This design comes from an exercise in tuning for small area, a short achievable clock period and few clock cycles on the open sky130 flow, not from production work.
Function was checked by simulation only, so behaviour that the tests miss may differ from the original.
Power figures rest on the tool's default switching activity, not on a simulated workload.

// ysyx_22050058_top
module ysyx_22050058_top(
    input   wire            clk,
    input   wire            rst,
    output  wire [63:0]     imem_addr,
    input   wire [63:0]     imem_rdata,
    output  wire            dmem_ren,
    output  wire [63:0]     dmem_raddr,
    input   wire [63:0]     dmem_rdata,
    output  wire            dmem_wen,
    output  wire [63:0]     dmem_waddr,
    output  wire [63:0]     dmem_wdata,
    output  wire [7:0]      dmem_wmask,
    output  wire            halt
);
Size: about 400 I/O pins, about 180000 µm² of cells after synthesis.
==> flow/config.mk <==
export PLATFORM = sky130hd
export DESIGN_NAME = ysyx_22050058_top
export DESIGN_NICKNAME = ysyx_22050058_top
export VERILOG_FILES = /design/flow/design.v
export SDC_FILE = /design/flow/constraint.sdc
export NUM_CORES = 8
export LEC_CHECK = 0
export CAP_MARGIN = 20
export CELL_PAD_IN_SITES_DETAIL_PLACEMENT = 1
export CELL_PAD_IN_SITES_GLOBAL_PLACEMENT = 1
export CORE_MARGIN = 2
export CORE_UTILIZATION = 40
export CTS_CLUSTER_DIAMETER = 60
export CTS_CLUSTER_SIZE = 20
export PLACE_DENSITY = 0.6
export SLEW_MARGIN = 20
export SYNTH_HIERARCHICAL = 1
export SYNTH_MINIMUM_KEEP_SIZE = 0
export TNS_END_PERCENT = 0
==> flow/constraint.sdc <==
create_clock -name core_clock -period 15.0 [get_ports {clk}]
set_input_delay 3.0000 -clock core_clock [delete_from_list [all_inputs] [get_ports {clk}]]
set_output_delay 3.0000 -clock core_clock [all_outputs]
set_load 0.01 [all_outputs]
standard.sh (not shown) runs the stock make flow with config.mk's settings and CLKGATE_MAP_FILE= SYNTH_SCRIPT=/design/flow/synth_recipe.tcl, a recipe that flattens the netlist after the stock synthesis.
==> flow/flow/run.sh <==
#!/bin/bash
set -euo pipefail
bash standard.sh SETUP_SLACK_MARGIN=12 finish > standard_flow.log 2>&1
The baseline ran to the end with no violations.
Testbench counts at the start, summed over its fixed seeds: cycles 147,581.
Edit:
--- a/flow/design.v
+++ b/flow/design.v
@@ -302,25 +302,25 @@
     assign jpred = is_jalr & d_valid & d_auipc & (d_ir[11:7] == ir[19:15]) & (d_ir[11:7] != 5'd0);
     assign next  = jpred ? tgtr[15:2] : is_jal ? tgtj : take_b ? tgtb : seq;
     assign alt   = (is_br & ~take_b) ? tgtb : seq;
 endmodule
 module ysyx_22050058_bht (
     input  wire        clk,
     input  wire        rst,
-    input  wire [4:0]  ridx,
+    input  wire [3:0]  ridx,
     output wire        flip,
     input  wire        upd,
-    input  wire [4:0]  widx,
+    input  wire [3:0]  widx,
     input  wire        agree
 );
-    reg [1:0] cnt [0:31];
+    reg [1:0] cnt [0:15];
     integer i;
     always @(posedge clk) begin
         if (rst) begin
-            for (i = 0; i < 32; i = i + 1) cnt[i] <= 2'b01;
+            for (i = 0; i < 16; i = i + 1) cnt[i] <= 2'b01;
         end else if (upd) begin
             if (agree) begin
                 if (cnt[widx] != 2'b00) cnt[widx] <= cnt[widx] - 2'b01;
             end else begin
                 if (cnt[widx] != 2'b11) cnt[widx] <= cnt[widx] + 2'b01;
             end
         end
@@ -567,27 +567,26 @@
     reg  [31:0] d_ir;
     reg  [15:2] d_pc;
     reg  [15:2] d_alt;       
     reg         d_pred;      
     reg         d_jpred;     
     reg  [31:0] d_rsel1, d_rsel2;    
     reg         d_hint;      
-    reg  [4:0]  d_bidx;      
+    reg  [3:0]  d_bidx;      
     reg         x_valid;
-    reg  [63:0] x_opa, x_opb;
-    reg  [63:0] x_addr, x_wdata;   
+    reg  [63:0] x_opa, x_opb;      
     reg  [15:2] x_alt;
     reg  [4:0]  x_rd;
     reg         x_wen;
     reg  [3:0]  x_res;
     reg         x_w, x_sub, x_ld, x_st, x_br, x_pred, x_jalr, x_md, x_ebreak, x_sh;
     reg  [2:0]  x_f3;
     reg  [7:0]  x_wmask;
     reg         x_hint;
-    reg  [4:0]  x_bidx;
+    reg  [3:0]  x_bidx;
     wire        x_stall;
     wire        x_redirect;
     wire [15:2] x_target;
     wire [63:0] x_result;
     wire [31:0] f_ir;
     wire [15:2] f_next, f_alt;
     wire        f_take, f_jpred, f_hint, f_flip;
@@ -666,22 +665,18 @@
             d_rsel1 <= 32'd1 << f_ir[19:15];
             d_rsel2 <= 32'd1 << f_ir[24:20];
             d_pc    <= pc_q;
             d_alt   <= f_alt;
             d_pred  <= f_take;
             d_jpred <= f_jpred;
             d_hint  <= f_hint;
-            d_bidx  <= pc_q[6:2];
+            d_bidx  <= pc_q[5:2];
         end
     end
     always @(posedge clk) begin
-        if (!x_stall && d_mem) x_addr  <= d_opa;
-        if (!x_stall && d_st)  x_wdata <= d_opb;
-    end
-    always @(posedge clk) begin
         if (!x_stall) begin
             x_opa    <= d_opa;
             x_opb    <= d_opb;
             x_alt    <= d_alt;
             x_rd     <= d_rd;
             x_wen    <= d_wen;
             x_res    <= d_res;
@@ -715,20 +710,20 @@
         .md_hi_acc(md_hi_acc), .md_hi_sgn(md_hi_sgn),
         .md_acc(md_acc), .md_q(md_q), .md_dv(md_dv),
         .sum(sum), .br_cond(br_cond), .sh_res_o(sh_res), .alu_res(alu_res)
     );
     assign x_redirect = x_valid & ((x_br & (br_cond ^ x_pred)) | x_jalr);
     ysyx_22050058_bht u_bht (
         .clk(clk), .rst(rst),
-        .ridx(pc_q[6:2]), .flip(f_flip),
+        .ridx(pc_q[5:2]), .flip(f_flip),
         .upd(x_valid & x_br & ~x_stall), .widx(x_bidx), .agree(br_cond == x_hint)
     );
     assign x_target   = x_jalr ? sum[15:2] : x_alt;
     ysyx_22050058_lsu u_lsu (
-        .dmem_rdata(dmem_rdata), .boff(x_addr[2:0]), .f3(x_f3), .is_ld(x_ld),
+        .dmem_rdata(dmem_rdata), .boff(x_opa[2:0]), .f3(x_f3), .is_ld(x_ld),
         .alu_res(alu_res), .result(x_result)
     );
     ysyx_22050058_mdu u_mdu (
         .clk(clk), .rst(rst),
         .start(x_valid & x_md),
         .f3_in(x_f3), .w_in(x_w), .rd_in(x_rd),
         .a(x_opa), .b(x_opb),
@@ -739,14 +734,14 @@
         .sh_hi_acc(md_hi_acc), .sh_hi_sgn(md_hi_sgn),
         .acc_o(md_acc), .q_o(md_q), .dv_o(md_dv), .sh_out(sh_res),
         .wb(md_wb), .result(md_result)
     );
     wire md_stall  = x_valid & md_xh_sh & x_sh;
     assign x_stall = (x_valid & ((x_md & ~md_accept) | x_ebreak)) | md_stall;
     assign dmem_ren   = x_valid & x_ld;
-    assign dmem_raddr = x_addr;
+    assign dmem_raddr = x_opa;
     assign dmem_wen   = x_valid & x_st;
-    assign dmem_waddr = x_addr;
-    assign dmem_wdata = x_wdata;
+    assign dmem_waddr = x_opa;
+    assign dmem_wdata = x_opb;
     assign dmem_wmask = x_wmask;
     assign halt = x_valid & x_ebreak;
 endmodule
Combinational power went up by about 6%. Die area is lower by 3.2%. Cell count fell by 2.0%. Total power hardly moves. Maximum frequency hardly moves. Hold slack is better by 0.044 ns. Routed wire length hardly moves. Setup slack improved by 0.014 ns. Area after synthesis went down by 3.2%.
Testbench counts after the change, summed over its fixed seeds: cycles 148,123.

==> port drivers added, routing unchanged <==
Ports are ideal in the flow. The routed layouts listed here were re-timed in OpenROAD.
Step 1 (the two cells are an assumption about what drives the block):
set clk [get_ports {clk}]
set_driving_cell -lib_cell sky130_fd_sc_hd__clkbuf_16 $clk
set_driving_cell -lib_cell sky130_fd_sc_hd__buf_2 [delete_from_list [all_inputs] $clk]
Step 2 times the ports against the registers' clock, not the clock port: input delays grow and output delays shrink by t, the midpoint of the rising clock arrivals with the driver on.
a / b / c = ideal ports / drivers / drivers and shift; a / b = the first two.
run	t, ns	slack for setup (ns)	worst register clock-pin slew, ns
the first run	1.111	8.190 / 8.190 / 7.473	0.09 / 0.09
the second run	1.113	8.204 / 8.204 / 7.354	0.09 / 0.09
After both steps every run listed still meets setup and hold. The setup slack of the second run, which loses most, moves by 0.000 ns with the drivers and by -0.850 ns with both steps.
